Source: an optimization exercise on an open RTL-to-GDS flow (aim: small area and a short achievable clock period). Production flows keep margins and buffers that such runs may drop. Where RTL was checked, it was by simulation tests only, not by an equivalence proof against the original. Function not checked in run 7: the RTL went through the layout flow alone. Power and IR drop assume default switching activity.

## design.v

```verilog
`timescale 1ns / 1ps
module xcore (
      input             clk,
      input             rst,
      output reg [8:0]  pc,
      input [31:0]      instruction,
      output            ram_sel,
      output            ram_we,
      output [8:0]      ram_addr,
      output [31:0]     ram_wdata,
      input [31:0]      ram_rdata,
      output            trap
      );
   reg [31:0] regB;
   reg [31:0] regf [0:15];
   reg [31:0] aa, pB;
   reg [2:0]  pC;
   reg        k_sub, k_shft, k_and, k_xor, k_hold, k_flags;
   wire [31:0] p  = aa ^ pB;
   wire [31:0] g  = aa & pB;
   reg  [31:0] gk, pk;
   integer l, j;
   always @* begin
      gk = g;
      pk = p;
      for (l = 1; l < 32; l = l * 2)
        for (j = 31; j >= l; j = j - 1) begin
           gk[j] = gk[j] | (pk[j] & gk[j-l]);
           pk[j] = pk[j] & pk[j-l];
        end
   end
   wire [31:0] c  = {gk[30:0], 1'b0};    
   wire [31:0] ps = p ^ {32{k_sub}};     
   wire shl = pB[31];                    
   reg [31:0] e;
   always @* begin
      if (k_shft)
        e = shl ? {aa[30:0], 1'b0} : {aa[31], aa[31:1]};
      else if (k_and)
        e = g;
      else if (k_xor)
        e = p;
      else
        e = aa;
   end
   wire sumop = !(k_shft || k_and || k_xor || k_hold);
   wire [31:0] x0 = sumop ? ps : e;
   wire [31:0] x1 = sumop ? ~ps : e;
   wire [31:0] regA;
   genvar k;
   generate for (k = 0; k < 32; k = k + 1) begin : sel
      assign regA[k] = c[k] ? x1[k] : x0[k];
   end endgenerate
   wire fx = k_sub ? ~(aa[31] & pB[31]) : (aa[31] | pB[31]);
   reg  [2:0] flags;
   always @* begin
      if (k_shft)
        flags = shl ? {aa[30], aa[31] ^ aa[30], aa[31]} : {aa[31], 2'b00};
      else if (k_and)
        flags = {g[31], 2'b00};
      else if (k_xor)
        flags = {p[31], 2'b00};
      else
        flags = c[31] ? {~ps[31], ~fx, fx} : {ps[31], 2'b00};
   end
   wire [2:0] regC = k_flags ? flags : pC;
   wire [3:0] op = instruction[31:28];
   wire op_sub  = op == 4'd2;
   wire op_shft = op == 4'd3;
   wire op_and  = op == 4'd4;
   wire op_xor  = op == 4'd5;
   wire op_ldih = op == 4'd7;
   wire alu     = op[3:1] == 3'b000 || op[3:1] == 3'b001 || op[3:1] == 3'b010;   
   wire load    = op == 4'd6 || op == 4'd7 || op == 4'd8 || op == 4'd10;
   wire store   = op == 4'd9 || op == 4'd11;
   wire branch  = op[3:2] == 2'b11;
   wire immop   = op == 4'd0 || op == 4'd3 || op == 4'd6 || op == 4'd7;
   wire busop   = op == 4'd1 || op == 4'd2 || op == 4'd4 || op == 4'd5 || op[3:2] == 2'b10;
   wire viab    = op[3:1] == 3'b101;   
   function [4:0] dec;    
      input [9:0] a;
      reg hi;
      begin
         hi = a[9] && a[8:5] == 4'd0;
         dec = {a[9] && !hi || hi && a[4] && a[3:1] != 3'd0,
                hi && !a[4], hi && a[4:0] == 5'd16, hi && a[4:0] == 5'd17, hi};
      end
   endfunction
   wire [4:0] di = dec(instruction[9:0]);
   wire [4:0] dh = dec(regA[9:0]);
   wire [4:0] db = dec(regB[9:0]);
   assign ram_sel   = viab ? !regB[9] : busop && !instruction[9];
   assign trap      = viab ? db[4] : busop && di[4];
   assign ram_we    = store;
   assign ram_addr  = viab ? regB[8:0] : instruction[8:0];
   assign ram_wdata = regA;
   wire is_rf = viab ? db[3] : di[3];
   wire is_rb = viab ? db[2] : op_ldih ? dh[2] : di[2];
   wire is_rc = viab ? db[1] : op_ldih ? dh[1] : di[1];
   wire [31:0] imm = op_ldih ? {instruction[15:0], regA[15:0]} : {{4{instruction[27]}}, instruction[27:0]};
   wire [3:0]  ra = viab ? regB[3:0] : instruction[3:0];
   wire [31:0] m0 = ra[3] ? (ra[2] ? regf[12] : regf[8]) : (ra[2] ? regf[4] : regf[0]);
   wire [31:0] m1 = ra[3] ? (ra[2] ? regf[13] : regf[9]) : (ra[2] ? regf[5] : regf[1]);
   wire [31:0] m2 = ra[3] ? (ra[2] ? regf[14] : regf[10]) : (ra[2] ? regf[6] : regf[2]);
   wire [31:0] m3 = ra[3] ? (ra[2] ? regf[15] : regf[11]) : (ra[2] ? regf[7] : regf[3]);
   wire [31:0] rf_rd = ra[1] ? (ra[0] ? m3 : m2) : (ra[0] ? m1 : m0);
   wire s_imm = immop && !is_rb && !is_rc;
   wire s_ram = ram_sel;
   wire s_rf  = busop && is_rf;
   wire [31:0] operand = ({32{is_rb}} & regB) | ({32{is_rc}} & {29'd0, regC}) |
                         ({32{s_imm}} & imm) | ({32{s_ram}} & ram_rdata) |
                         ({32{s_rf}} & rf_rd) | {32{branch}};
   wire a_zero = regA == 32'd0;
   wire taken = branch && (op[1] ? !a_zero : a_zero);
   always @(posedge clk, posedge rst)
     if (rst) begin
        pc <= 9'd0;
        regB <= 32'd0;
        aa <= 32'd0;
        pB <= 32'd0;
        pC <= 3'd0;
        {k_sub, k_shft, k_and, k_xor, k_hold, k_flags} <= 6'd0;
     end else begin
        pc <= taken ? (op[0] ? regB[8:0] : instruction[8:0]) : pc + 9'd1;
        aa <= load ? 32'd0 : op_sub ? ~regA : regA;
        pB <= operand;
        pC <= regC;
        k_sub   <= op_sub;
        k_shft  <= op_shft;
        k_and   <= op_and;
        k_xor   <= op_xor;
        k_hold  <= store;
        k_flags <= alu;
        if (store && is_rb)
          regB <= regA;
     end
   always @(posedge clk)
     if (store && is_rf)
       regf[ra] <= regA;
endmodule
```

## flow/run.sh

```bash
#!/bin/bash
# The standard ORFS layout (standard.sh), with extra ORFS settings:
# plain buffers on the ports and no dummy loads in the clock tree.
# make's output goes to flow_make.log; each ORFS step keeps its own log
# under orfs/logs/.
set -euo pipefail
bash standard.sh \
  "BUFFER_PORTS_ARGS=-buffer_cell sky130_fd_sc_hd__buf_2" \
  "CTS_ARGS=-sink_clustering_enable -repair_clock_nets -dont_use_dummy_load -buf_list sky130_fd_sc_hd__clkbuf_8" \
  finish > flow_make.log 2>&1
```

## standard.sh

```bash
#!/bin/bash
# synth_recipe.tcl (not shown) runs the flow's synth.tcl, then flattens the netlist and writes it again
# the make line also repeats each setting of config.mk as NAME=value (left out here)
make -C /OpenROAD-flow-scripts/flow DESIGN_CONFIG=/design/flow/config.mk WORK_HOME=/design/flow/orfs CLKGATE_MAP_FILE= SYNTH_SCRIPT=/design/flow/synth_recipe.tcl "${@:-finish}"
```

## config.mk

```make
export PLATFORM = sky130hd
export DESIGN_NAME = xcore
export DESIGN_NICKNAME = xcore
export VERILOG_FILES = /design/flow/design.v
export SDC_FILE = /design/flow/constraint.sdc
export NUM_CORES = 4
export LEC_CHECK = 0
export ABC_AREA = 1
export CAP_MARGIN = 20
export CORE_MARGIN = 2
export CORE_UTILIZATION = 55
export SETUP_SLACK_MARGIN = 4.0
export SLEW_MARGIN = 20
export TNS_END_PERCENT = 5
```

## constraint.sdc

```tcl
create_clock -name core_clock -period 8.5 [get_ports {clk}]
set_input_delay 1.7000 -clock core_clock [delete_from_list [all_inputs] [get_ports {clk}]]
set_output_delay 1.7000 -clock core_clock [all_outputs]
set_load 0.01 [all_outputs]
```

==> flow_summary.toml, run 1 <==
[final_layout]
final_layout_size_suffix_gt1_frac = 0.210
areaGrowthSynthToFinish_pct = 19.8
finalNonFillerCells = 3847
regArea_mm2 = 0.0182
multi_input_area_mm2 = 0.0110
fillerInstances = 4090
finish.net_count = 3261
final_design_area_no_fill_mm2 = 0.0350
postLayoutCoreUtil = 0.667

[setup_path]
critPathCaptureType = "output pin"
timing.critical_path.from_type = "primary input"
worst-endpoint-arrival_ns = 2.90
criticalPathCategory = "primary input to output pin"
worst-path-max-fanout = 6
worst-endpoint-required_ns = 6.80

[logic_synthesis]
synth_compound_area_frac = 0.141
synthesis.nets = 3014
synth-adder-area-share = 0.0150
avgSynthCellArea_um2 = 10.0
combinational_family_with_the_most_area_after_synthesis = "simple AND/OR/NAND/NOR gates"
synth.cell_area_mm2 = 0.0293
post_synth_xor_area_fraction = 0.0129
yosysUniqueCellTypes = 45
synthCells = 2913
ys_seq_area_frac = 0.623
yosys_register_bits = 626
ys_warn_count = 1
synthesized_area_fraction_occupied_by_and_or_nand_nor_cells = 0.151
muxShareOfSynthArea = 0.00103

[die]
fp.dieW_um = 235
io_pins = 119
die_h_um = 235
initial_core_util = 0.557
fp-row-count = 84
die_area_mm2 = 0.0551
floorplan.core_area_mm2 = 0.0526

[clock_tree]
max-clock-path-buffers = 3
h-tree-depth = 3
number_of_buffers_created_by_cts = 100
cts.sinks = 626
clock-root-buffer = "sky130_fd_sc_hd__clkbuf_8"
clk-insertion-delay-late_ns = 0.69
clock_tree_from_tritoncts = "done"
clock_edge_transition_at_the_registers_on_the_reported_setup_and_hold_paths_ns = 0.06

[sta]
final-max-slew-violation-count = 0
finalClockSkew_ns = 0.0513
max_freq_mhz = 218
finalSetupViolations = 0
finalCriticalPeriod_ns = 4.60
tightestPinTransition_ns = 1.15
min_period_over_period = 0.541
timing.setup.tns_ns = 0
rsz0062_at_grt = "yes"
hold_violations = 0
relSlewSlack = 0.232

[power]
max_rail_drop_vdd_mv = 0.217
power_density_mw_per_mm2 = 325
p_leak_uw = 0.0136

[place]
gp_congestion = 1.14
placed_cells = 3630
place_hpwl_mm = 65.5
port_buffers = 118
placed_cell_area_mm2 = 0.0306

[routing]
route.detailed.vias_per_inst = 6.40
ant_nets = 0
detail_route.iter0.violations = 3559
drc = 0
drtPass1Iterations = 6
vias = 24600
wl_per_cell_um = 28.3
finalWirelength_mm = 109

[global_route]
groute.usage.overall = 0.386
initial_antenna_violation_count = 2
grt_overflow = 0
grt_max_degree = 73
grt_first_pass_wirelength_mm = 155
via_count_of_the_first_global_routing_pass = 22900

[flow_run]
cap_violations = 0

[run_status]
status = "timing/DRC/antenna clean"

[worst_hold_path]
holdCritPathClass = "register to register"
kinds of logic (layout without fill, tap and decap cells):
family          count (synthesis)  count (layout)
simple gates                 1077            1089
flops                         626             626
compound gates                748             748
mux                             3               3
fa+ha+maj                      35              35
other cells                     0               1
buf+inv                       381             614
xor+xnor                       43              43
path summary, 6_finish.rpt:
path	from	depth (start not counted)	endpoint	slack, ns
setup / recovery	instruction[30]	6	ram_addr[5]	3.90
hold / removal	regB[30]	2	regB[30]	0.49
setup reg to reg	k_xor	20	pB[4]	4.48
hold reg to reg	regB[30]	2	regB[30]	0.49
max in group asynchronous	rst	3	pB[31]	5.97
min in group asynchronous	rst	2	pc[5]	1.21
routing by layer:
layer,routed length [um],up-vias,global-route usage
met2,48400,1692,0.576
li1,-,10700,-
met3,12700,371,0.0909
met4,7260,2,0.225
met5,12,-,0
met1,40500,11800,0.518
cell usage after synthesis (all sizes together):
library cell / n / area [um2]
nand2: 699 / 2650
edfxtp: 512 / 15400
o21ai: 285 / 1430
o22ai: 248 / 1550
inv: 233 / 875
nor2: 200 / 800
a21oi: 186 / 935
nand3: 128 / 663
dfrtp: 114 / 2850
buf: 103 / 579
clkbuf: 42 / 158
ha: 35 / 438
xnor2: 22 / 193
xor2: 21 / 184
nand4: 18 / 113
nor3: 11 / 60.1
o211ai: 9 / 67.6
or2: 9 / 56.3
and2: 5 / 31.3
o21bai: 5 / 37.5
o22a: 5 / 43.8
a31oi: 4 / 25.0
nor4: 4 / 25.0
clkinv: 3 / 11.3
mux2i: 3 / 30.0
nand3b: 3 / 22.5
o21a: 3 / 22.5
o31ai: 3 / 22.5
final cells by class:
cell class              count  area share
repair buffers            277      0.0724
diodes                      1   0.0000714
flip-flops and latches    626       0.521
clock buffers             100      0.0393
inverters                 236      0.0284
well taps                 688      0.0246
repair inverters            1    0.000250
multi-input cells        1918       0.314
repair_timing:
action / in CTS / in global routing
cloned: 25 / 2
pin swaps: 44 / 44
hold buffers: 0 / 0
gates resized for setup: 322 / 98
endpoints found under the setup margin: 428 / 67
buffers inserted: 55 / 31
cell usage in the layout (no fill, tap or decap), types with 17 or more instances in the layout:
cell and instances:
sky130_fd_sc_hd__a21oi_1 176, sky130_fd_sc_hd__buf_12 21, sky130_fd_sc_hd__buf_2 108, sky130_fd_sc_hd__buf_4 120, sky130_fd_sc_hd__clkbuf_8 100, sky130_fd_sc_hd__dfrtp_1 97
sky130_fd_sc_hd__dfrtp_2 17, sky130_fd_sc_hd__edfxtp_1 512, sky130_fd_sc_hd__ha_4 29, sky130_fd_sc_hd__inv_1 205, sky130_fd_sc_hd__nand2_1 615, sky130_fd_sc_hd__nand2_2 48
sky130_fd_sc_hd__nand2_4 39, sky130_fd_sc_hd__nand3_1 107, sky130_fd_sc_hd__nand4_1 18, sky130_fd_sc_hd__nor2_1 141, sky130_fd_sc_hd__nor2_2 19, sky130_fd_sc_hd__nor2_4 40
sky130_fd_sc_hd__o21ai_0 195, sky130_fd_sc_hd__o21ai_1 84, sky130_fd_sc_hd__o22ai_1 246, sky130_fd_sc_hd__xnor2_1 22, sky130_fd_sc_hd__xor2_1 21
state kept, by name, indices dropped and copies added (netlist names):
name     count
k_xor        1
k_flags      1
pC           3
k_hold       1
pB          32
regf       512
pc           9
k_sub        1
k_shft       1
k_and        1
regB        32
aa          32
report_power, final:
group | leakage (uW) | internal, uW | switching [uW]
Sequential | 0.00605 | 4080 | 169
Combinational | 0.00679 | 1680 | 3350
Clock | 0.000719 | 1030 | 1060
Total | 0.0136 | 6790 | 4580
stage by stage:
stage	power (uW)	worst slack [ns]	hold WS, ns
detailed placement	7720	2.79	0.475
global route	11800	3.90	0.514
global placement	7660	2.87	0.473
CTS	10900	3.91	0.490
floorplan	6240	3.70	0.445
finish	11400	3.90	0.494
worst max-delay path: stages:
cell and delay, ns:
sky130_fd_sc_hd__buf_8 0.11, sky130_fd_sc_hd__clkinvlp_4 0.14, sky130_fd_sc_hd__nand2_4 0.16, sky130_fd_sc_hd__nor2_4 0.09, sky130_fd_sc_hd__o21ai_0 0.45, sky130_fd_sc_hd__buf_2 0.23
==> run 2: changes to the inputs <==
--- a/config.mk
+++ b/config.mk
@@ -10,5 +10,5 @@
 export CORE_MARGIN = 2
 export CORE_UTILIZATION = 55
-export SETUP_SLACK_MARGIN = 4.0
+export SETUP_SLACK_MARGIN = 3.8
 export SLEW_MARGIN = 20
 export TNS_END_PERCENT = 5
==> run 2 against run 1 <==
Net effect:
- non-clock buffer count down 75
- register-to-register slack got worse by 0.11 ns
- critical path type unchanged
- critical path depth increased by 5
- clock skew rose by 0.0042 ns
- clock power hardly changed
- combinational power down about 20%
- synthesized area did not move
- sequential power barely moved
==> flow_summary.toml, run 2 <==
[final_layout]
areaGrowthSynthToFinish_pct = 13.3
commonest_cells_after_routing_fill_and_taps_aside = "660 x sky130_fd_sc_hd__nand2_1, 512 x sky130_fd_sc_hd__edfxtp_1, 246 x sky130_fd_sc_hd__o22ai_1, 220 x sky130_fd_sc_hd__inv_1, 197 x sky130_fd_sc_hd__o21ai_0"
regArea_mm2 = 0.0182
finish.net_count = 3180
multi_input_area_mm2 = 0.0102
register_ranked_first_by_flip_flop_count = "regf"
most_frequent_standard_cell_in_the_layout_excluding_fill_and_tap_cells = "sky130_fd_sc_hd__nand2_1"
fillerInstances = 4338
final_layout_size_suffix_gt1_frac = 0.150
largest_register_ffs = 512

[clock_tree]
number_of_buffers_created_by_cts = 100
max-clock-path-buffers = 3
clock_edge_transition_at_the_registers_on_the_reported_setup_and_hold_paths_ns = 0.06
clock-root-buffer = "sky130_fd_sc_hd__clkbuf_8"
clock_tree_from_tritoncts = "done"
ctsHoldBuffers = 0
clk-insertion-delay-late_ns = 0.69
h-tree-depth = 3
cts.sinks = 626

[logic_synthesis]
ys_warn_count = 1
netlist.area_leader.share = 0.525
ys_dominant_reg_cell = "sky130_fd_sc_hd__edfxtp_1"
avgSynthCellArea_um2 = 10.0
muxShareOfSynthArea = 0.00103
synthMostInstantiatedCell = "sky130_fd_sc_hd__nand2_1"
ys_top_cells_by_area = "sky130_fd_sc_hd__edfxtp_1 53%, sky130_fd_sc_hd__dfrtp_1 9.8%, sky130_fd_sc_hd__nand2_1 8.9%"
yosysUniqueCellTypes = 45
synth-async-reset-ratio = 0.182
post_synth_xor_area_fraction = 0.0129
synth_compound_area_frac = 0.141
synthesized_area_fraction_occupied_by_and_or_nand_nor_cells = 0.151
combinational_family_with_the_most_area_after_synthesis = "simple AND/OR/NAND/NOR gates"
ys_seq_area_frac = 0.623
synth-adder-area-share = 0.0150
synthesis.nets = 3014
synth.cell_area_mm2 = 0.0293
number_of_enable_type_register_cells_in_the_synthesized_netlist = 512
post_synth_most_frequent_cells = "691 x sky130_fd_sc_hd__nand2_1, 512 x sky130_fd_sc_hd__edfxtp_1, 248 x sky130_fd_sc_hd__o22ai_1, 225 x sky130_fd_sc_hd__inv_1, 199 x sky130_fd_sc_hd__o21ai_0"
synth_top_area_cell = "sky130_fd_sc_hd__edfxtp_1"
synthCells = 2913
yosys_register_bits = 626

[sta]
hold-worst-slack_ns = 0.488
finalCriticalPeriod_ns = 4.93
relSlewSlack = 0.242
finalSetupViolations = 0
final-max-slew-violation-count = 0
max_freq_mhz = 203
rsz0062_at_grt = "yes"
min_period_over_period = 0.581
timing.setup.tns_ns = 0
tightestPinTransition_ns = 1.13
hold_violations = 0
finalClockSkew_ns = 0.0555

[power]
comb_power_share = 0.388
p_leak_uw = 0.0128
power_switching_uw = 4100
power_density_mw_per_mm2 = 311
switching_share_of_power = 0.398
power.clock.fraction = 0.202
seq_power_share = 0.410
max_rail_drop_vdd_mv = 0.217
p_int_uw = 6210

[setup_path]
timing.reg2reg.setup_slack_ns = 4.37
max_stage_delay_ns = 0.25
startpoint = "instruction[31]"
count_of_cells_along_the_worst_register_to_register_path = 17
worst-path-max-fanout = 33
worst-endpoint-arrival_ns = 3.23
crit_path_cell_trace = "buf_2, nor2_1, nand2_1, buf_12, clkinv_1, nor3_4, inv_1, nand2_1, o22ai_4, buf_12, buf_2"
worst-endpoint-required_ns = 6.80
critPathCaptureType = "output pin"
r2r-start = "k_xor"
critical-path-slowest-cell = "sky130_fd_sc_hd__nor2_1"
criticalPathCategory = "primary input to output pin"
timing.critical_path.from_type = "primary input"
r2r_end = "pB[4]"

[die]
io_pins = 119
fp-row-count = 84
fp.dieW_um = 235
die_h_um = 235
initial_core_util = 0.557
die_area_mm2 = 0.0551
floorplan.core_area_mm2 = 0.0526

[global_route]
via_count_of_the_first_global_routing_pass = 22200
initial_antenna_violation_count = 4
grt_max_degree = 73
grt_first_pass_wirelength_mm = 147
groute.usage.overall = 0.363
grt_overflow = 0

[routing]
drc = 0
ant_nets = 0
finalWirelength_mm = 102
vias = 23700
wl_per_cell_um = 27.1
drtPass1Iterations = 6
route.detailed.vias_per_inst = 6.29
detail_route.iter0.violations = 3313

[flow_run]
cap_violations = 0

[worst_hold_path]
min_to = "regB[30]"
holdCritPathClass = "register to register"
hold_depth = 2
min_from = "regB[30]"

[place]
place_hpwl_mm = 65.5
port_buffers = 118
gp_congestion = 1.14

[run_status]
status = "timing/DRC/antenna clean"
run 2: cell counts after synthesis:
Identical to the previous run, type by type.
run 2: power by group through the flow:
| stage | registers, uW | clock network (uW) | logic, uW |
|---|---|---|---|
| after floorplan | 4220 | 0 | 2020 |
| after CTS | 4210 | 2100 | 3830 |
| after detailed placement | 4270 | 0 | 3460 |
| final | 4220 | 2090 | 4000 |
| after global routing | 4230 | 2230 | 4290 |
| after global placement | 4260 | 0 | 3390 |
run 2: metal layers:
metal	global-route usage	share of wire	vias to the layer above
li1	-	-	10500
met1	0.483	0.38	11500
met2	0.560	0.46	1412
met3	0.0778	0.10	299
met4	0.199	0.062	0
met5	0	0	-
run 2: layout make-up:
cell class | count | share of cell area
antenna | 3 | 0.000227
tap | 688 | 0.0260
timing repair buffer | 202 | 0.0467
inverter | 236 | 0.0285
sequential | 626 | 0.550
clock buffer | 100 | 0.0415
multi-input combinational | 1912 | 0.307
timing repair inverter | 1 | 0.000264
run 2: worst max path at each step:
stage	end	slack, ns
4_1_cts	ram_wdata[31]	3.61
3_5_place_dp	regf[0][19]	2.79
3_3_place_gp	regf[4][27]	2.87
6_report	ram_sel	3.57
5_1_grt	ram_addr[2]	3.53
2_1_floorplan	regf[0][0]	3.70
run 2: worst max-delay path, delay by kind of cell:
family | cells | cell delay [ns]
AND/OR/NAND/NOR | 4 | 0.55
buffers and inverters | 6 | 0.80
AO/OA/AOI/OAI | 1 | 0.16
run 2: through the flow:
step	total power (uW)	worst slack (ns)	utilization	cell area [um2]	instances
floorplan	6240	3.70	-	29300	2913
global placement	7660	2.87	0.582	30600	3630
detailed placement	7720	2.79	0.582	30600	3630
CTS	10100	3.61	0.626	32900	3761
global route	10700	3.53	0.630	33100	3765
finish	10300	3.57	0.631	33100	3768
run 2: cells by family after synthesis:
group	Yosys count
AOI/OAI and AO/OA	748
xor gates and xnor gates	43
adders and majority gates	35
buffers and inverters	381
DFF	626
muxes	3
and+or+nand+nor	1077
run 2: what timing repair did:
action                                  4_1_cts  5_1_grt
gates cloned                                 12        0
endpoints found under the setup margin      230      109
pin swaps                                    12        3
setup buffers                                19        1
resized for setup                           129       43
==> run 3: changes to the inputs <==
--- a/config.mk
+++ b/config.mk
@@ -10,5 +10,5 @@
 export CORE_MARGIN = 2
 export CORE_UTILIZATION = 55
-export SETUP_SLACK_MARGIN = 3.8
+export SETUP_SLACK_MARGIN = 4.3
 export SLEW_MARGIN = 20
-export TNS_END_PERCENT = 5
+export TNS_END_PERCENT = 20
==> run 3 against run 2 <==
Net effect:
- hold slack got worse by 0.00053 ns
- synthesized area unchanged
- total power up 25%
- register-to-register slack improved by 0.39 ns
- clock-buffer cell count down 8
- largest cell class unchanged
==> flow_summary.toml, run 3 <==
[run_status]
status = "timing/DRC/antenna clean"

[routing]
drtPass1Iterations = 6
ant_nets = 0
wl_per_cell_um = 29.0
detail_route.iter0.violations = 3579
vias = 25500
finalWirelength_mm = 115
route.detailed.vias_per_inst = 6.43
drc = 0

[final_layout]
final_layout_size_suffix_gt1_frac = 0.299
most_frequent_standard_cell_in_the_layout_excluding_fill_and_tap_cells = "sky130_fd_sc_hd__nand2_1"
finish.net_count = 3379
fillerInstances = 3804
areaGrowthSynthToFinish_pct = 28.0
register_ranked_first_by_flip_flop_count = "regf"
largest_register_ffs = 512
regArea_mm2 = 0.0183
postLayoutCoreUtil = 0.712
commonest_cells_after_routing_fill_and_taps_aside = "520 x sky130_fd_sc_hd__nand2_1, 512 x sky130_fd_sc_hd__edfxtp_1, 246 x sky130_fd_sc_hd__o22ai_1, 210 x sky130_fd_sc_hd__buf_4, 190 x sky130_fd_sc_hd__o21ai_0"
multi_input_area_mm2 = 0.0119

[logic_synthesis]
post_synth_xor_area_fraction = 0.0129
netlist.area_leader.share = 0.525
combinational_family_with_the_most_area_after_synthesis = "simple AND/OR/NAND/NOR gates"
muxShareOfSynthArea = 0.00103
synth_top_area_cell = "sky130_fd_sc_hd__edfxtp_1"
avgSynthCellArea_um2 = 10.0
synth-adder-area-share = 0.0150
ys_top_cells_by_area = "sky130_fd_sc_hd__edfxtp_1 53%, sky130_fd_sc_hd__dfrtp_1 9.8%, sky130_fd_sc_hd__nand2_1 8.9%"
ys_warn_count = 1
ys_seq_area_frac = 0.623
synth-async-reset-ratio = 0.182
synth_compound_area_frac = 0.141
synthesized_area_fraction_occupied_by_and_or_nand_nor_cells = 0.151
yosysUniqueCellTypes = 45
synthMostInstantiatedCell = "sky130_fd_sc_hd__nand2_1"
number_of_enable_type_register_cells_in_the_synthesized_netlist = 512
synthCells = 2913
ys_dominant_reg_cell = "sky130_fd_sc_hd__edfxtp_1"
yosys_register_bits = 626
synth.cell_area_mm2 = 0.0293
synthesis.nets = 3014
post_synth_most_frequent_cells = "691 x sky130_fd_sc_hd__nand2_1, 512 x sky130_fd_sc_hd__edfxtp_1, 248 x sky130_fd_sc_hd__o22ai_1, 225 x sky130_fd_sc_hd__inv_1, 199 x sky130_fd_sc_hd__o21ai_0"

[setup_path]
critPathCaptureType = "output pin"
crit_path_cell_trace = "buf_12, inv_6, nor2_4, nor3_4, inv_1, nand2_2, o22ai_4, buf_12, buf_6"
criticalPathCategory = "primary input to output pin"
timing.critical_path.max_delay_family = "buffers and inverters"
worst-endpoint-arrival_ns = 2.77
worst_path_most_repeated_cell = "sky130_fd_sc_hd__buf_12"
critical-path-slowest-cell = "sky130_fd_sc_hd__nor2_4"
timing.critical_path.from_type = "primary input"
worst-path-max-fanout = 6
worst-endpoint-required_ns = 6.80
critPathBufInv = 5
max_stage_delay_ns = 0.24

[sta]
finalSetupViolations = 0
relSlewSlack = 0.269
hold_violations = 0
hold-worst-slack_ns = 0.488
finalClockSkew_ns = 0.0648
rsz0062_at_grt = "yes"
final-max-slew-violation-count = 0
max_freq_mhz = 223
tightestPinTransition_ns = 1.09
finalCriticalPeriod_ns = 4.47
min_period_over_period = 0.526
timing.setup.tns_ns = 0

[power]
comb_power_share = 0.516
switching_share_of_power = 0.403
max_rail_drop_vdd_mv = 0.218
p_leak_uw = 0.0147
power_density_mw_per_mm2 = 343
power_switching_uw = 5180
seq_power_share = 0.331
p_int_uw = 7660
power.clock.fraction = 0.153

[clock_tree]
h-tree-depth = 3
clk-insertion-delay-late_ns = 0.70
clock_edge_transition_at_the_registers_on_the_reported_setup_and_hold_paths_ns = 0.06
cts.sinks = 626
number_of_buffers_created_by_cts = 92
clock-root-buffer = "sky130_fd_sc_hd__clkbuf_8"
ctsHoldBuffers = 0
max-clock-path-buffers = 3
clock_tree_from_tritoncts = "done"

[die]
initial_core_util = 0.557
io_pins = 119
die_h_um = 235
fp.dieW_um = 235
floorplan.core_area_mm2 = 0.0526
die_area_mm2 = 0.0551
fp-row-count = 84

[place]
place_hpwl_mm = 64.9
gp_congestion = 1.05
port_buffers = 118

[global_route]
grt_busiest_layer = "met2"
initial_antenna_violation_count = 6
grt_first_pass_wirelength_mm = 162
grt_max_degree = 77
groute.layer.met3.usage = 0.0968
grt_overflow = 0
groute.layer.met1.usage = 0.529
via_count_of_the_first_global_routing_pass = 24400
grt_met2_use = 0.615
groute.usage.overall = 0.403

[flow_run]
cap_violations = 0

[worst_hold_path]
holdCritPathClass = "register to register"
## run 3: cell counts after synthesis
Identical to the previous run, type by type.
## run 3: per-stage QoR
stage | std cells | cell area, um2 | power [uW] | setup slack [ns]
floorplan | 2913 | 29300 | 6240 | 3.79
global placement | 3626 | 30600 | 7710 | 2.34
detailed placement | 3632 | 30700 | 7780 | 2.39
CTS | 3904 | 36300 | 12100 | 4.07
global route | 3964 | 37400 | 13200 | 3.97
finish | 3968 | 37400 | 12800 | 4.03
## run 3: final timing paths
path,depth (start not counted),to,slack (ns),from
worst max-delay path,9,ram_sel,4.03,instruction[31]
worst min-delay path,1,pC[0],0.49,pC[0]
worst max register to register,17,pB[5],4.76,pB[2]
worst min register to register,1,pC[0],0.49,pC[0]
max in group asynchronous,3,aa[2],5.72,rst
min in group asynchronous,2,pc[7],1.20,rst
## run 3: per-layer routing
layer	routed length (um)	vias up
li1	-	10900
met1	41800	12300
met2	51600	1797
met3	14200	427
met4	7600	6
met5	27	-
## run 3: kinds of logic (layout without fill, tap and decap cells)
kind of cell    Yosys count  in the layout
compound gates          748            748
xor+xnor                 43             43
fa+ha+maj                35             35
buf+inv                 381            734
flops                   626            626
mux                       3              3
other cells               0              4
simple gates           1077           1087
## run 3: what timing repair did
item,in CTS,in global routing
gates cloned,31,3
pin swaps,155,116
setup buffers,149,56
endpoints found under the setup margin,462,232
gates resized for setup,620,161
## run 3: power by group through the flow
| stage | clock, uW | sequential (uW) | combinational (uW) |
|---|---|---|---|
| CTS | 1980 | 4230 | 5900 |
| global route | 2100 | 4250 | 6880 |
| floorplan | 0 | 4220 | 2020 |
| detailed placement | 0 | 4270 | 3510 |
| finish | 1970 | 4250 | 6620 |
| global placement | 0 | 4270 | 3450 |
## run 3: cell type report
class | count | share of cell area
diodes | 4 | 0.000267
clock buffers | 92 | 0.0338
inverters | 236 | 0.0281
multi-input cells | 1916 | 0.319
flip-flops and latches | 626 | 0.488
well taps | 688 | 0.0230
repair buffers | 402 | 0.107
repair inverters | 4 | 0.000702
==> run 4: changes to the inputs <==
--- a/config.mk
+++ b/config.mk
@@ -10,5 +10,5 @@
 export CORE_MARGIN = 2
 export CORE_UTILIZATION = 55
-export SETUP_SLACK_MARGIN = 4.3
+export SETUP_SLACK_MARGIN = 3.9
 export SLEW_MARGIN = 20
-export TNS_END_PERCENT = 20
+export TNS_END_PERCENT = 100
==> run 4 against run 3 <==
Net effect:
- still clean on timing, DRC and antenna
- sequential power is essentially flat
- synthesized area is the same
- register-to-register slack lost 0.59 ns
- design area shrank 8.1%
- critical endpoint unchanged
- largest cell class unchanged
==> flow_summary.toml, run 4 <==
[logic_synthesis]
ys_dominant_reg_cell = "sky130_fd_sc_hd__edfxtp_1"
synth_top_area_cell = "sky130_fd_sc_hd__edfxtp_1"
synth-async-reset-ratio = 0.182
netlist.area_leader.share = 0.525
yosysUniqueCellTypes = 45
yosys_register_bits = 626
synthesis.nets = 3014
number_of_enable_type_register_cells_in_the_synthesized_netlist = 512
ys_warn_count = 1
ys_seq_area_frac = 0.623
synthMostInstantiatedCell = "sky130_fd_sc_hd__nand2_1"
synth.cell_area_mm2 = 0.0293
post_synth_most_frequent_cells = "691 x sky130_fd_sc_hd__nand2_1, 512 x sky130_fd_sc_hd__edfxtp_1, 248 x sky130_fd_sc_hd__o22ai_1, 225 x sky130_fd_sc_hd__inv_1, 199 x sky130_fd_sc_hd__o21ai_0"
avgSynthCellArea_um2 = 10.0
ys_top_cells_by_area = "sky130_fd_sc_hd__edfxtp_1 53%, sky130_fd_sc_hd__dfrtp_1 9.8%, sky130_fd_sc_hd__nand2_1 8.9%"
synthCells = 2913

[final_layout]
multi_input_area_mm2 = 0.0106
most_frequent_standard_cell_in_the_layout_excluding_fill_and_tap_cells = "sky130_fd_sc_hd__nand2_1"
commonest_cells_after_routing_fill_and_taps_aside = "637 x sky130_fd_sc_hd__nand2_1, 512 x sky130_fd_sc_hd__edfxtp_1, 246 x sky130_fd_sc_hd__o22ai_1, 210 x sky130_fd_sc_hd__inv_1, 194 x sky130_fd_sc_hd__o21ai_0"
finish.net_count = 3230
largest_register_ffs = 512
register_ranked_first_by_flip_flop_count = "regf"
final_layout_size_suffix_gt1_frac = 0.188
areaGrowthSynthToFinish_pct = 17.6
regArea_mm2 = 0.0182
fillerInstances = 4171

[die]
initial_core_util = 0.557
floorplan.core_area_mm2 = 0.0526
die_h_um = 235
die_area_mm2 = 0.0551
fp-row-count = 84
fp.dieW_um = 235
io_pins = 119

[sta]
min_period_over_period = 0.548
finalCriticalPeriod_ns = 4.66
finalSetupViolations = 0
rsz0062_at_grt = "yes"
final-max-slew-violation-count = 0
timing.setup.tns_ns = 0
post-route-worst-setup-slack_ns = 3.84
finalClockSkew_ns = 0.0817
tightestPinTransition_ns = 0.834
max_freq_mhz = 215
relSlewSlack = 0.444
hold_violations = 0
hold-worst-slack_ns = 0.491

[power]
finalPower_uw = 10800
max_rail_drop_vdd_mv = 0.208
power_density_mw_per_mm2 = 315
p_leak_uw = 0.0133

[clock_tree]
clk-insertion-delay-late_ns = 0.69
cts.sinks = 626
max-clock-path-buffers = 3
h-tree-depth = 3
clock-root-buffer = "sky130_fd_sc_hd__clkbuf_8"
number_of_buffers_created_by_cts = 98
ctsHoldBuffers = 0
clock_edge_transition_at_the_registers_on_the_reported_setup_and_hold_paths_ns = 0.06
clock_tree_from_tritoncts = "done"

[global_route]
grt_first_pass_wirelength_mm = 152
grt_max_degree = 129
initial_antenna_violation_count = 3
grt_overflow = 0
groute.usage.overall = 0.377
via_count_of_the_first_global_routing_pass = 23000

[place]
port_buffers = 118
gp_congestion = 1.08
place_hpwl_mm = 64.8
place_ws_ns = 2.77

[setup_path]
criticalPathCategory = "primary input to output pin"
max_stage_delay_ns = 0.19
r2r-start = "k_xor"
timing.critical_path.from_type = "primary input"
worst-endpoint-required_ns = 6.80
worst-path-max-fanout = 3
startpoint = "instruction[29]"
worst_path_most_repeated_cell = "sky130_fd_sc_hd__buf_12"
critical-path-slowest-cell = "sky130_fd_sc_hd__nor3_4"
critPathCaptureType = "output pin"
worst-endpoint-arrival_ns = 2.96
crit_path_cell_trace = "buf_12, clkinv_8, nor2_4, nand2_2, buf_12, clkinv_8, buf_12, nor3_4, inv_2, nand2_4, o22ai_4, buf_12, buf_6"

[worst_hold_path]
holdCritPathClass = "register to register"
min_from = "regB[29]"

[routing]
wl_per_cell_um = 28.3
drtPass1Iterations = 7
ant_nets = 0
route.detailed.vias_per_inst = 6.35
drc = 0
detail_route.iter0.violations = 3348
finalWirelength_mm = 108
vias = 24200

[flow_run]
cap_violations = 0

[run_status]
status = "timing/DRC/antenna clean"
## run 4: cell counts after synthesis
Identical to the previous run, type by type.
## run 4: area by class of cell
cell class / count / share of cell area
multi-input combinational: 1916 / 0.309
tap: 688 / 0.0250
sequential: 626 / 0.530
antenna: 3 / 0.000218
clock buffer: 98 / 0.0392
timing repair buffer: 251 / 0.0675
inverter: 236 / 0.0283
## run 4: logic make-up (layout without fill, tap and decap cells)
family,Yosys count,after routing,synth area share
other,0,3,0
multiplexers,3,3,0.00103
AO/OA/AOI/OAI,748,748,0.141
buffers and inverters,381,585,0.0555
flip-flops,626,626,0.623
adder cells (fa/ha/maj),35,35,0.0150
AND/OR/NAND/NOR,1077,1087,0.151
XOR/XNOR,43,43,0.0129
## run 4: stage by stage
| step | area [um2] | util | std cells |
|---|---|---|---|
| finish | 34400 | 0.655 | 3818 |
| global route | 34400 | 0.655 | 3816 |
| CTS | 33700 | 0.642 | 3789 |
| detailed placement | 30700 | 0.584 | 3634 |
| global placement | 30600 | 0.583 | 3630 |
| floorplan | 29300 | - | 2913 |
## run 4: worst paths after layout
path,endpoint,slack (ns),cells after the start
setup / recovery,ram_sel,3.84,13
hold / removal,pB[29],0.49,2
setup reg to reg,pB[4],4.17,21
hold reg to reg,pB[29],0.49,2
max in group asynchronous,pB[10],6.11,5
min in group asynchronous,pc[6],1.15,3
## run 4: critical path: cells and delay by family
kind | cells | cell delay (ns)
AO/OA/AOI/OAI | 1 | 0.08
buffers and inverters | 8 | 0.79
AND/OR/NAND/NOR | 4 | 0.37
## run 4: layer usage
| metal | vias up | GRT usage | share of wire |
|---|---|---|---|
| met5 | - | 0 | 0 |
| met4 | 0 | 0.237 | 0.074 |
| met3 | 364 | 0.0795 | 0.11 |
| met2 | 1543 | 0.583 | 0.45 |
| met1 | 11700 | 0.489 | 0.37 |
| li1 | 10600 | - | - |
## run 4: report_power, final
part | switching (uW) | total (uW) | internal [uW]
logic | 3200 | 4550 | 1350
clock network | 1030 | 2040 | 1010
registers | 152 | 4230 | 4080
## run 4: what timing repair did
item	CTS	global route
gates cloned	18	6
buffers inserted	39	19
setup endpoints to repair	164	42
pin swaps	22	20
resized for setup	224	100
==> run 5: changes to the inputs <==
--- a/config.mk
+++ b/config.mk
@@ -6,5 +6,5 @@
 export NUM_CORES = 4
 export LEC_CHECK = 0
-export ABC_AREA = 1
+export ABC_AREA = 0
 export CAP_MARGIN = 20
 export CORE_MARGIN = 2
==> run 5 against run 4 <==
Net effect:
- register-to-register slack got worse by 0.30 ns
- sequential share of layout area fell by 2.7 points
- still clean
- highest routed layer is now met5
- largest cell class unchanged
- flip-flop and latch count did not move
- die area rose by 2.0%
- critical endpoint is now ram_wdata[19]
==> flow_summary.toml, run 5 <==
[logic_synthesis]
number_of_enable_type_register_cells_in_the_synthesized_netlist = 512
ys_seq_area_frac = 0.611
ys_dominant_reg_cell = "sky130_fd_sc_hd__edfxtp_1"
synthCells = 2665
muxShareOfSynthArea = 0.0433
synth_top_area_cell = "sky130_fd_sc_hd__edfxtp_1"
ys_top_cells_by_area = "sky130_fd_sc_hd__edfxtp_1 52%, sky130_fd_sc_hd__dfrtp_1 9.6%, sky130_fd_sc_hd__nand2_1 8.0%"
yosysUniqueCellTypes = 95
post_synth_xor_area_fraction = 0.0284
synthesized_area_fraction_occupied_by_and_or_nand_nor_cells = 0.150
synth-adder-area-share = 0.0147
yosys_register_bits = 626
synthesis.nets = 2766
synth-async-reset-ratio = 0.182
avgSynthCellArea_um2 = 11.2
netlist.area_leader.share = 0.515
combinational_family_with_the_most_area_after_synthesis = "simple AND/OR/NAND/NOR gates"
post_synth_most_frequent_cells = "639 x sky130_fd_sc_hd__nand2_1, 512 x sky130_fd_sc_hd__edfxtp_1, 148 x sky130_fd_sc_hd__clkbuf_1, 143 x sky130_fd_sc_hd__nand3_1, 129 x sky130_fd_sc_hd__a21oi_1"
synth_compound_area_frac = 0.121
synth.cell_area_mm2 = 0.0299
ys_warn_count = 1
synthMostInstantiatedCell = "sky130_fd_sc_hd__nand2_1"

[place]
place_hpwl_mm = 54.9
gp_congestion = 0.923
place_ws_ns = 2.70
port_buffers = 118

[global_route]
groute.usage.overall = 0.352
via_count_of_the_first_global_routing_pass = 21600
grt_overflow = 0
initial_antenna_violation_count = 6
grt_first_pass_wirelength_mm = 145
grt_max_degree = 189

[clock_tree]
clock_tree_from_tritoncts = "done"
ctsHoldBuffers = 0
clock_edge_transition_at_the_registers_on_the_reported_setup_and_hold_paths_ns = 0.06
clk-insertion-delay-late_ns = 0.71
h-tree-depth = 3
max-clock-path-buffers = 3
clock-root-buffer = "sky130_fd_sc_hd__clkbuf_8"
number_of_buffers_created_by_cts = 101
cts.sinks = 626

[die]
floorplan.core_area_mm2 = 0.0537
die_h_um = 237
die_area_mm2 = 0.0562
fp.dieW_um = 237
fp-row-count = 85
initial_core_util = 0.556
io_pins = 119

[routing]
route.detailed.vias_per_inst = 6.46
ant_nets = 0
vias = 23500
drc = 0
detail_route.iter0.violations = 3019
drtPass1Iterations = 6
finalWirelength_mm = 102
wl_per_cell_um = 28.1

[setup_path]
timing.reg2reg.setup_slack_ns = 3.87
criticalPathCategory = "register to output pin"
r2r_end = "pc[1]"
count_of_cells_along_the_worst_register_to_register_path = 17
critPathCaptureType = "output pin"
worst-endpoint-arrival_ns = 3.50
timing.critical_path.from_type = "register"
worst-path-max-fanout = 4
r2r-start = "pB[1]"
worst-endpoint-required_ns = 6.80

[sta]
post-route-worst-setup-slack_ns = 3.30
timing.setup.tns_ns = 0
rsz0062_at_grt = "yes"
final-max-slew-violation-count = 0
finalClockSkew_ns = 0.0847
relSlewSlack = 0.342
finalCriticalPeriod_ns = 5.20
finalSetupViolations = 0
hold-worst-slack_ns = 0.480
tightestPinTransition_ns = 0.988
hold_violations = 0
max_freq_mhz = 192
min_period_over_period = 0.612

[power]
finalPower_uw = 12200
p_leak_uw = 0.0136
max_rail_drop_vdd_mv = 0.222
power_density_mw_per_mm2 = 336

[worst_hold_path]
holdCritPathClass = "register to register"
min_from = "regB[13]"
hold_depth = 2
min_to = "pB[13]"

[final_layout]
largest_register_ffs = 512
most_frequent_standard_cell_in_the_layout_excluding_fill_and_tap_cells = "sky130_fd_sc_hd__nand2_1"
postLayoutCoreUtil = 0.675
register_ranked_first_by_flip_flop_count = "regf"
final_layout_size_suffix_gt1_frac = 0.241
areaGrowthSynthToFinish_pct = 21.5
commonest_cells_after_routing_fill_and_taps_aside = "632 x sky130_fd_sc_hd__nand2_1, 512 x sky130_fd_sc_hd__edfxtp_1, 170 x sky130_fd_sc_hd__buf_4, 141 x sky130_fd_sc_hd__nand3_1, 113 x sky130_fd_sc_hd__a21oi_1"
finish.net_count = 3044

[flow_run]
cap_violations = 0

[run_status]
status = "timing/DRC/antenna clean"
[run 5: cell types whose count changed after synthesis, sizes merged, moves of 56 or more]
cell | before | now
o22ai | 248 | 4
clkbuf | 42 | 148
nand2 | 699 | 641
a311oi | 0 | 96
nor2 | 200 | 98
and3 | 0 | 68
mux2i | 3 | 95
a21oi | 186 | 130
inv | 233 | 32
o21ai | 285 | 115
[run 5: layout make-up]
class                           instances  area, um2
Antenna cell                            2       5.00
Timing Repair Buffer                  367       3510
Timing Repair inverter                  5       40.0
Sequential cell                       626      18200
Clock buffer                          101       1390
Multi-Input combinational cell       1810      12000
Fill cell                            4067      17400
Inverter                               32        211
Tap cell                              696        871
[run 5: what timing repair did]
action	4_1_cts	5_1_grt
endpoints found under the hold margin	0	0
gates cloned	24	4
pin swaps	62	55
setup buffers	97	66
gates resized for setup	241	99
setup endpoints to repair	404	125
[run 5: worst max path at each step]
stage / from / end / slack (ns) / cells past startpoint
after detailed placement: instruction[31] / pB[26] / 2.70 / 13
final: pB[1] / ram_wdata[19] / 3.30 / 9
after global routing: aa[3] / ram_wdata[30] / 3.23 / 11
after global placement: instruction[31] / regf[12][0] / 2.68 / 8
after CTS: aa[24] / ram_wdata[31] / 3.38 / 10
after floorplan: instruction[29] / ram_addr[3] / 3.84 / 8
[run 5: power by group]
part	switching (uW)	total (uW)	internal [uW]
Combinational	3330	5830	2500
Sequential	161	4260	4100
Clock	1060	2100	1040
[run 5: worst max-delay path, stage by stage (launching register included)]
cell and delay [ns]:
sky130_fd_sc_hd__dfrtp_1 0.43, sky130_fd_sc_hd__ha_4 0.30, sky130_fd_sc_hd__a211oi_4 0.35, sky130_fd_sc_hd__o21bai_4 0.13, sky130_fd_sc_hd__o21a_4 0.25, sky130_fd_sc_hd__or2_4 0.26
sky130_fd_sc_hd__or4_4 0.51, sky130_fd_sc_hd__o211ai_4 0.20, sky130_fd_sc_hd__clkinvlp_4 0.22, sky130_fd_sc_hd__buf_2 0.17
[run 5: through the flow]
| stage | area, um2 | std cells |
|---|---|---|
| 3_5_place_dp | 31400 | 3345 |
| 5_1_grt | 36300 | 3638 |
| 6_report | 36300 | 3639 |
| 4_1_cts | 35200 | 3567 |
| 2_1_floorplan | 30100 | 2665 |
| 3_3_place_gp | 31200 | 3339 |
[run 5: logic make-up (layout without fill, tap and decap cells)]
kind of cell,count (synthesis),in the layout
AO/OA/AOI/OAI,526,526
AND/OR/NAND/NOR,1028,1029
flip-flops,626,626
buffers and inverters,230,505
other,0,2
XOR/XNOR,96,96
adder cells (fa/ha/maj),35,35
multiplexers,124,124
[run 5: per-layer routing]
layer / up-vias / global-route usage / routed length [um] / part of all wire
met5: - / 0 / 11 / 0.00011
met4: 2 / 0.128 / 3650 / 0.036
met3: 176 / 0.0740 / 11600 / 0.11
met2: 1347 / 0.510 / 44600 / 0.44
met1: 11700 / 0.526 / 42300 / 0.41
li1: 10300 / - / - / -
==> run 6: changes to the inputs <==
--- a/flow/run.sh
+++ b/flow/run.sh
@@ -7,4 +7,4 @@
 bash standard.sh \
   "BUFFER_PORTS_ARGS=-buffer_cell sky130_fd_sc_hd__buf_2" \
-  "CTS_ARGS=-sink_clustering_enable -repair_clock_nets -dont_use_dummy_load -buf_list sky130_fd_sc_hd__clkbuf_8" \
+  "CTS_ARGS=-sink_clustering_enable -repair_clock_nets -dont_use_dummy_load -buf_list sky130_fd_sc_hd__clkbuf_8 -sink_clustering_size 14 -sink_clustering_max_diameter 60" \
   finish > flow_make.log 2>&1
--- a/config.mk
+++ b/config.mk
@@ -6,5 +6,5 @@
 export NUM_CORES = 4
 export LEC_CHECK = 0
-export ABC_AREA = 0
+export ABC_AREA = 1
 export CAP_MARGIN = 20
 export CORE_MARGIN = 2
==> run 6 against run 5 <==
Net effect:
- hold slack better by 0.017 ns
- still clean
- register-to-register slack better by 0.25 ns
- largest power group unchanged
- synthesized area down 2.0%
- fmax up 10%
- die area down 2.0%
- core utilization down 3.2 points
- via count up 2.7%
==> flow_summary.toml, run 6 <==
[sta]
timing.setup.tns_ns = 0
finalSetupViolations = 0
finalClockSkew_ns = 0.0785
max_freq_mhz = 212
hold_violations = 0
finalCriticalPeriod_ns = 4.71
final-max-slew-violation-count = 0
tightestPinTransition_ns = 0.846
min_period_over_period = 0.554
rsz0062_at_grt = "yes"
relSlewSlack = 0.436

[power]
p_int_uw = 6010
switching_share_of_power = 0.416
power.clock.fraction = 0.144
max_rail_drop_vdd_mv = 0.178
p_leak_uw = 0.0130
power_switching_uw = 4280
power_density_mw_per_mm2 = 305
seq_power_share = 0.411
comb_power_share = 0.445

[global_route]
via_count_of_the_first_global_routing_pass = 22700
initial_antenna_violation_count = 5
grt_overflow = 0
groute.usage.overall = 0.379
grt_first_pass_wirelength_mm = 153
grt_max_degree = 129

[die]
io_pins = 119
fp-row-count = 84
floorplan.core_area_mm2 = 0.0526
fp.dieW_um = 235
initial_core_util = 0.557
die_area_mm2 = 0.0551
die_h_um = 235

[routing]
finalWirelength_mm = 108
wl_per_cell_um = 28.6
vias = 24100
drtPass1Iterations = 8
drc = 0
detail_route.iter0.violations = 3195
ant_nets = 0
route.detailed.vias_per_inst = 6.39

[logic_synthesis]
synth-async-reset-ratio = 0.182
ys_top_cells_by_area = "sky130_fd_sc_hd__edfxtp_1 53%, sky130_fd_sc_hd__dfrtp_1 9.8%, sky130_fd_sc_hd__nand2_1 8.9%"
ys_dominant_reg_cell = "sky130_fd_sc_hd__edfxtp_1"
netlist.area_leader.share = 0.525
synth_top_area_cell = "sky130_fd_sc_hd__edfxtp_1"
synth.cell_area_mm2 = 0.0293
ys_seq_area_frac = 0.623
synthesis.nets = 3014
synthCells = 2913
yosysUniqueCellTypes = 45
synthMostInstantiatedCell = "sky130_fd_sc_hd__nand2_1"
post_synth_most_frequent_cells = "691 x sky130_fd_sc_hd__nand2_1, 512 x sky130_fd_sc_hd__edfxtp_1, 248 x sky130_fd_sc_hd__o22ai_1, 225 x sky130_fd_sc_hd__inv_1, 199 x sky130_fd_sc_hd__o21ai_0"
avgSynthCellArea_um2 = 10.0
number_of_enable_type_register_cells_in_the_synthesized_netlist = 512
ys_warn_count = 1
yosys_register_bits = 626

[setup_path]
worst-endpoint-arrival_ns = 3.01
worst-path-max-fanout = 5
timing.critical_path.from_type = "primary input"
critPathCaptureType = "output pin"
worst-endpoint-required_ns = 6.80
criticalPathCategory = "primary input to output pin"

[final_layout]
regArea_mm2 = 0.0182
most_frequent_standard_cell_in_the_layout_excluding_fill_and_tap_cells = "sky130_fd_sc_hd__nand2_1"
fillerInstances = 4242
final_layout_size_suffix_gt1_frac = 0.180
multi_input_area_mm2 = 0.0107
commonest_cells_after_routing_fill_and_taps_aside = "632 x sky130_fd_sc_hd__nand2_1, 512 x sky130_fd_sc_hd__edfxtp_1, 246 x sky130_fd_sc_hd__o22ai_1, 209 x sky130_fd_sc_hd__inv_1, 194 x sky130_fd_sc_hd__o21ai_0"
postLayoutCoreUtil = 0.643
finalNonFillerCells = 3776
final_design_area_no_fill_mm2 = 0.0338
finish.net_count = 3187
register_ranked_first_by_flip_flop_count = "regf"
areaGrowthSynthToFinish_pct = 15.5
largest_register_ffs = 512

[clock_tree]
max-clock-path-buffers = 3
clock-root-buffer = "sky130_fd_sc_hd__clkbuf_8"
clock_tree_from_tritoncts = "done"
clk-insertion-delay-late_ns = 0.68
cts.sinks = 626
h-tree-depth = 2
number_of_buffers_created_by_cts = 53
clock_edge_transition_at_the_registers_on_the_reported_setup_and_hold_paths_ns = 0.07

[place]
port_buffers = 118
placed_cells = 3634
placed_cell_area_mm2 = 0.0307
place_hpwl_mm = 64.8
gp_congestion = 1.08

[worst_hold_path]
holdCritPathClass = "register to register"

[run_status]
status = "timing/DRC/antenna clean"

[flow_run]
cap_violations = 0
## run 6: cell count changes after synthesis, moves of 96 or more
cell	previous run	this run
sky130_fd_sc_hd__o22ai_1	4	248
sky130_fd_sc_hd__inv_1	29	225
sky130_fd_sc_hd__clkbuf_1	148	42
sky130_fd_sc_hd__o21ai_0	102	199
sky130_fd_sc_hd__a311oi_1	96	0
## run 6: worst max-delay path, stage by stage
cell,delay (ns)
sky130_fd_sc_hd__buf_4,0.15
sky130_fd_sc_hd__nor2_4,0.15
sky130_fd_sc_hd__nand2_2,0.10
sky130_fd_sc_hd__buf_12,0.14
sky130_fd_sc_hd__inv_4,0.05
sky130_fd_sc_hd__buf_12,0.10
sky130_fd_sc_hd__nor3_4,0.04
sky130_fd_sc_hd__inv_2,0.07
sky130_fd_sc_hd__nand2_4,0.06
sky130_fd_sc_hd__o22ai_4,0.17
sky130_fd_sc_hd__buf_12,0.15
sky130_fd_sc_hd__buf_2,0.13
## run 6: power groups by stage
stage               Sequential (uW)  Clock [uW]  Combinational (uW)
CTS                            4200        1500                4200
global route                   4240        1610                4850
finish                         4230        1490                4580
global placement               4270           0                3380
floorplan                      4220           0                2020
detailed placement             4270           0                3430
## run 6: stage by stage
| stage | setup slack, ns | hold slack, ns | power (uW) |
|---|---|---|---|
| 6_report | 3.79 | 0.497 | 10300 |
| 4_1_cts | 3.79 | 0.482 | 9910 |
| 3_5_place_dp | 2.77 | 0.477 | 7710 |
| 2_1_floorplan | 3.70 | 0.445 | 6240 |
| 3_3_place_gp | 2.72 | 0.464 | 7650 |
| 5_1_grt | 3.74 | 0.522 | 10700 |
## run 6: kinds of logic (layout without fill, tap and decap cells)
family	after synthesis	count (layout)	share of synthesized area
flip-flops	626	626	0.623
other	0	4	0
AND/OR/NAND/NOR	1077	1087	0.151
multiplexers	3	3	0.00103
adder cells (fa/ha/maj)	35	35	0.0150
AO/OA/AOI/OAI	748	748	0.141
buffers and inverters	381	542	0.0555
XOR/XNOR	43	43	0.0129
## run 6: layout make-up
cell class / count / share of cell area
Multi-Input combinational cell: 1916 / 0.316
Tap cell: 688 / 0.0255
Timing Repair inverter: 1 / 0.000148
Inverter: 236 / 0.0282
Timing Repair Buffer: 252 / 0.0686
Sequential cell: 626 / 0.540
Clock buffer: 53 / 0.0216
Antenna cell: 4 / 0.000296
## run 6: worst paths after layout
path | start | end | slack, ns | cells past startpoint
min | regB[12] | regB[12] | 0.50 | 2
max in group asynchronous | rst | pB[6] | 6.12 | 5
min in group asynchronous | rst | pB[22] | 1.14 | 3
min reg2reg | regB[12] | regB[12] | 0.50 | 2
max reg2reg | k_xor | pB[4] | 4.12 | 21
max | instruction[30] | ram_sel | 3.79 | 12
## run 6: per-layer routing
metal	GRT usage	vias to the layer above	wire (um)
met1	0.500	11700	39800
met4	0.228	0	8010
met5	0	-	0
met3	0.0771	351	11800
met2	0.584	1557	48300
li1	-	10500	-
## run 6: repair_timing
action	in CTS	in global routing
buffers inserted	45	15
endpoints found under the setup margin	162	146
hold buffers	0	0
pin swaps	28	18
resized for setup	217	116
gates cloned	20	4
==> run 7: changes to the inputs <==
--- a/design.v
+++ b/design.v
@@ -1,2 +1,20 @@
+`timescale 1ns / 1ps
+module xaddr_decoder (
+      input [3:0]  op,
+      input [9:0]  ia,
+      input [9:0]  rb,
+      output       ram_sel,
+      output       ram_we,
+      output [8:0] ram_addr,
+      output       trap
+      );
+   wire busop = op == 4'd1 || op == 4'd2 || op == 4'd4 || op == 4'd5 || op[3:2] == 2'b10;
+   wire viab  = op[3:1] == 3'b101;   
+   wire [9:0] a = viab ? rb : ia;
+   assign ram_sel  = busop && !a[9];
+   assign trap     = busop && a[9] && (a[8:5] != 4'd0 || a[4] && a[3:1] != 3'd0);
+   assign ram_we   = op == 4'd9 || op == 4'd11;
+   assign ram_addr = a[8:0];
+endmodule
 `timescale 1ns / 1ps
 module xcore (
@@ -90,12 +108,11 @@
    wire [4:0] dh = dec(regA[9:0]);
    wire [4:0] db = dec(regB[9:0]);
-   assign ram_sel   = viab ? !regB[9] : busop && !instruction[9];
-   assign trap      = viab ? db[4] : busop && di[4];
-   assign ram_we    = store;
-   assign ram_addr  = viab ? regB[8:0] : instruction[8:0];
+   xaddr_decoder outs (.op(op), .ia(instruction[9:0]), .rb(regB[9:0]),
+                       .ram_sel(ram_sel), .ram_we(ram_we), .ram_addr(ram_addr), .trap(trap));
    assign ram_wdata = regA;
-   wire is_rf = viab ? db[3] : di[3];
-   wire is_rb = viab ? db[2] : op_ldih ? dh[2] : di[2];
-   wire is_rc = viab ? db[1] : op_ldih ? dh[1] : di[1];
+   wire is_rf  = viab ? db[3] : di[3];
+   wire is_rb  = viab ? db[2] : op_ldih ? dh[2] : di[2];
+   wire is_rc  = viab ? db[1] : op_ldih ? dh[1] : di[1];
+   wire is_ram = viab ? !regB[9] : !instruction[9];
    wire [31:0] imm = op_ldih ? {instruction[15:0], regA[15:0]} : {{4{instruction[27]}}, instruction[27:0]};
    wire [3:0]  ra = viab ? regB[3:0] : instruction[3:0];
@@ -106,5 +123,5 @@
    wire [31:0] rf_rd = ra[1] ? (ra[0] ? m3 : m2) : (ra[0] ? m1 : m0);
    wire s_imm = immop && !is_rb && !is_rc;
-   wire s_ram = ram_sel;
+   wire s_ram = busop && is_ram;
    wire s_rf  = busop && is_rf;
    wire [31:0] operand = ({32{is_rb}} & regB) | ({32{is_rc}} & {29'd0, regC}) |
==> flow/run.sh (replaced) <==
#!/bin/bash
# The standard ORFS layout (standard.sh), with extra ORFS settings:
# the bus-output logic (module xaddr_decoder, no registers) is kept as a
# module until ABC has mapped it, so its gates are not shared with the rest
# (synth_recipe.tcl flattens the design afterwards); plain buffers on the
# ports; no dummy loads in the clock tree.
# make's output goes to flow_make.log; each ORFS step keeps its own log
# under orfs/logs/.
set -euo pipefail
bash standard.sh \
  "SYNTH_KEEP_MODULES=xaddr_decoder" \
  "BUFFER_PORTS_ARGS=-buffer_cell sky130_fd_sc_hd__buf_2" \
  "CTS_ARGS=-sink_clustering_enable -repair_clock_nets -dont_use_dummy_load -buf_list sky130_fd_sc_hd__clkbuf_8" \
  finish > flow_make.log 2>&1
==> run 7 against run 6 <==
Net effect:
- still clean on timing, DRC and antenna
- worst setup slack worse by 0.0096 ns
- routed wire length is 5.4% higher
- flip-flop and latch count stayed put
- sequential share of layout area is 1.9 points lower
- non-clock buffer count is 12 lower
- clock skew is 0.020 ns higher
- via count is 6.8% higher
- cell count is 7.4% higher
- hold slack worse by 0.011 ns
- largest power group unchanged
==> flow_summary.toml, run 7 <==
[final_layout]
multi_input_area_mm2 = 0.0116
final_layout_size_suffix_gt1_frac = 0.174
areaGrowthSynthToFinish_pct = 15.4
commonest_cells_after_routing_fill_and_taps_aside = "791 x sky130_fd_sc_hd__nand2_1, 512 x sky130_fd_sc_hd__edfxtp_1, 240 x sky130_fd_sc_hd__inv_1, 207 x sky130_fd_sc_hd__nor3_1, 170 x sky130_fd_sc_hd__nor2_1"
largest_register_ffs = 512
fillerInstances = 4509
final_design_area_no_fill_mm2 = 0.0351
most_frequent_standard_cell_in_the_layout_excluding_fill_and_tap_cells = "sky130_fd_sc_hd__nand2_1"
finish.net_count = 3454
register_ranked_first_by_flip_flop_count = "regf"
regArea_mm2 = 0.0183

[routing]
vias = 25800
route.detailed.vias_per_inst = 6.36
detail_route.iter0.violations = 3469
drtPass1Iterations = 8
ant_nets = 0
wl_per_cell_um = 28.0
finalWirelength_mm = 114
drc = 0

[worst_hold_path]
hold_depth = 2
holdCritPathClass = "register to register"
min_from = "regB[28]"
min_to = "pB[28]"

[global_route]
groute.usage.overall = 0.391
grt_first_pass_wirelength_mm = 161
grt_max_degree = 71
via_count_of_the_first_global_routing_pass = 24300
initial_antenna_violation_count = 3
grt_overflow = 0

[logic_synthesis]
netlist.area_leader.share = 0.506
synthesis.nets = 3267
ys_top_cells_by_area = "sky130_fd_sc_hd__edfxtp_1 51%, sky130_fd_sc_hd__nand2_1 10%, sky130_fd_sc_hd__dfrtp_1 9.4%"
post_synth_xor_area_fraction = 0.0118
synth-adder-area-share = 0.0144
ys_warn_count = 1
synth-async-reset-ratio = 0.182
synthCells = 3166
yosysUniqueCellTypes = 47
synth_compound_area_frac = 0.104
synth_top_area_cell = "sky130_fd_sc_hd__edfxtp_1"
avgSynthCellArea_um2 = 9.60
ys_dominant_reg_cell = "sky130_fd_sc_hd__edfxtp_1"
synthMostInstantiatedCell = "sky130_fd_sc_hd__nand2_1"
synthesized_area_fraction_occupied_by_and_or_nand_nor_cells = 0.209
yosys_register_bits = 626
post_synth_most_frequent_cells = "848 x sky130_fd_sc_hd__nand2_1, 512 x sky130_fd_sc_hd__edfxtp_1, 253 x sky130_fd_sc_hd__inv_1, 211 x sky130_fd_sc_hd__nor3_1, 210 x sky130_fd_sc_hd__nor2_1"
combinational_family_with_the_most_area_after_synthesis = "simple AND/OR/NAND/NOR gates"
number_of_enable_type_register_cells_in_the_synthesized_netlist = 512
ys_seq_area_frac = 0.600
synth.cell_area_mm2 = 0.0304
muxShareOfSynthArea = 0.000700

[setup_path]
max_stage_delay_ns = 0.43
critPathCaptureType = "output pin"
crit_path_cell_trace = "ha_4, nand2_1, nor2_2, nand2_1, nor2_1, nand2_2, nand2_1, nand2_2, nand2_4, buf_2"
worst-endpoint-arrival_ns = 3.02
worst_path_most_repeated_cell = "sky130_fd_sc_hd__nand2_1"
critical-path-slowest-cell = "sky130_fd_sc_hd__dfrtp_1"
timing.reg2reg.setup_slack_ns = 4.28
worst-path-max-fanout = 10
timing.critical_path.from_type = "register"
r2r_end = "pB[19]"
count_of_cells_along_the_worst_register_to_register_path = 18
r2r-start = "k_shft"
criticalPathCategory = "register to output pin"
worst-endpoint-required_ns = 6.80

[clock_tree]
h-tree-depth = 3
ctsHoldBuffers = 0
clk-insertion-delay-late_ns = 0.72
max-clock-path-buffers = 3
clock-root-buffer = "sky130_fd_sc_hd__clkbuf_8"
number_of_buffers_created_by_cts = 99
clock_edge_transition_at_the_registers_on_the_reported_setup_and_hold_paths_ns = 0.06
cts.sinks = 626
clock_tree_from_tritoncts = "done"

[sta]
finalClockSkew_ns = 0.0981
hold-worst-slack_ns = 0.486
max_freq_mhz = 212
min_period_over_period = 0.556
rsz0062_at_grt = "yes"
relSlewSlack = 0.390
final-max-slew-violation-count = 0
finalSetupViolations = 0
hold_violations = 0
tightestPinTransition_ns = 0.913
post-route-worst-setup-slack_ns = 3.78
timing.setup.tns_ns = 0
finalCriticalPeriod_ns = 4.72

[flow_run]
cap_violations = 0

[die]
io_pins = 119
initial_core_util = 0.554
floorplan.core_area_mm2 = 0.0549
fp.dieW_um = 239
die_h_um = 239
fp-row-count = 86
die_area_mm2 = 0.0571

[power]
p_leak_uw = 0.0140
power_density_mw_per_mm2 = 311
finalPower_uw = 10900
max_rail_drop_vdd_mv = 0.206

[place]
place_hpwl_mm = 71.1
placed_cell_area_mm2 = 0.0317
place_ws_ns = 2.45
gp_congestion = 1.05
port_buffers = 118

[run_status]
status = "timing/DRC/antenna clean"
run 7: per-module statistics from Yosys (local to each module, per instance):
module | flops+latches | cells inside | times used
xcore | 626 | 3099 | 1
xaddr_decoder | 0 | 67 | 1
run 7: worst max-delay path by stage:
stage               cells past startpoint       startpoint  slack, ns            end
finish                                 10           aa[26]       3.78  ram_wdata[28]
global route                           10           aa[26]       3.74  ram_wdata[28]
CTS                                     9           aa[25]       3.72  ram_wdata[28]
detailed placement                      7  instruction[29]       2.45     regf[1][7]
global placement                        7  instruction[29]       2.50    regf[1][31]
floorplan                               9  instruction[31]       3.71     regf[8][0]
run 7: timing repair:
action / 4_1_cts / 5_1_grt
gates cloned: 11 / 5
resized for setup: 178 / 116
pin swaps: 26 / 23
endpoints found under the setup margin: 375 / 249
buffers inserted: 29 / 34
run 7: layout make-up:
type                            instances  area share
Sequential cell                       626       0.521
Multi-Input combinational cell       2120       0.331
Timing Repair Buffer                  240      0.0538
Clock buffer                           99      0.0389
Inverter                              265      0.0307
Tap cell                              704      0.0251
Timing Repair inverter                  1    0.000214
Antenna cell                            1   0.0000714
run 7: where the power goes:
group	internal [uW]	leakage (uW)	switching, uW	total, uW
Combinational	1380	0.00720	3180	4560
Sequential	4070	0.00605	190	4260
Clock	1020	0.000712	1050	2070
run 7: worst max-delay path, delay by kind of cell (launching register included):
family | cells | cell delay (ns)
adders and majority gates | 1 | 0.35
buffers and inverters | 1 | 0.18
and+or+nand+nor | 8 | 1.35
DFF | 1 | 0.43
run 7: through the flow:
| stage | util | std cells |
|---|---|---|
| floorplan | - | 3166 |
| CTS | 0.625 | 4016 |
| global placement | 0.577 | 3877 |
| finish | 0.639 | 4056 |
| global route | 0.639 | 4056 |
| detailed placement | 0.577 | 3877 |
run 7: layer usage:
layer  global-route usage  up-vias  routed length, um
li1                     -    11300                  -
met1                0.507    12400              41500
met2                0.615     1730              52600
met3               0.0774      332              12600
met4                0.229        2               7000
met5                    0        -                 13
run 7: cells by family (layout without fill, tap and decap cells):
group,Yosys count,count (layout)
simple gates,1507,1518
flops,626,626
compound gates,524,524
buf+inv,431,605
xor+xnor,41,41
fa+ha+maj,35,35
mux,2,2
other cells,0,1

-- static timing again, ports no longer ideal --
No port has a modelled driver above. Below, the same layouts with a new extraction and two added sets of constraints. Step 1 assumes that a clkbuf_16 drives the clock port and a buf_2 every other input. Step 2 also shifts input and output timing later by t, the mid clock arrival at the registers, as if the neighbouring blocks saw the same clock. a / b / c = ideal / step 1 / step 2; a / b = the first two.
run	shift t [ns]	setup WS [ns]	cell pins on the clock port's net
run 1	0.718	3.904 / 3.849 / 3.334	1
run 2	0.718	3.565 / 3.539 / 3.200	1
run 3	0.717	4.026 / 3.880 / 3.461	1
run 4	0.715	3.844 / 3.665 / 3.317	1
run 5	0.725	3.298 / 3.244 / 3.281	1
run 6	0.696	3.787 / 3.748 / 3.296	1
run 7	0.731	3.778 / 3.718 / 3.186	1
After both steps every run listed still meets setup and hold. For run 7, which loses most, drivers alone change the setup slack by -0.060 ns; drivers and shift together by -0.592 ns.
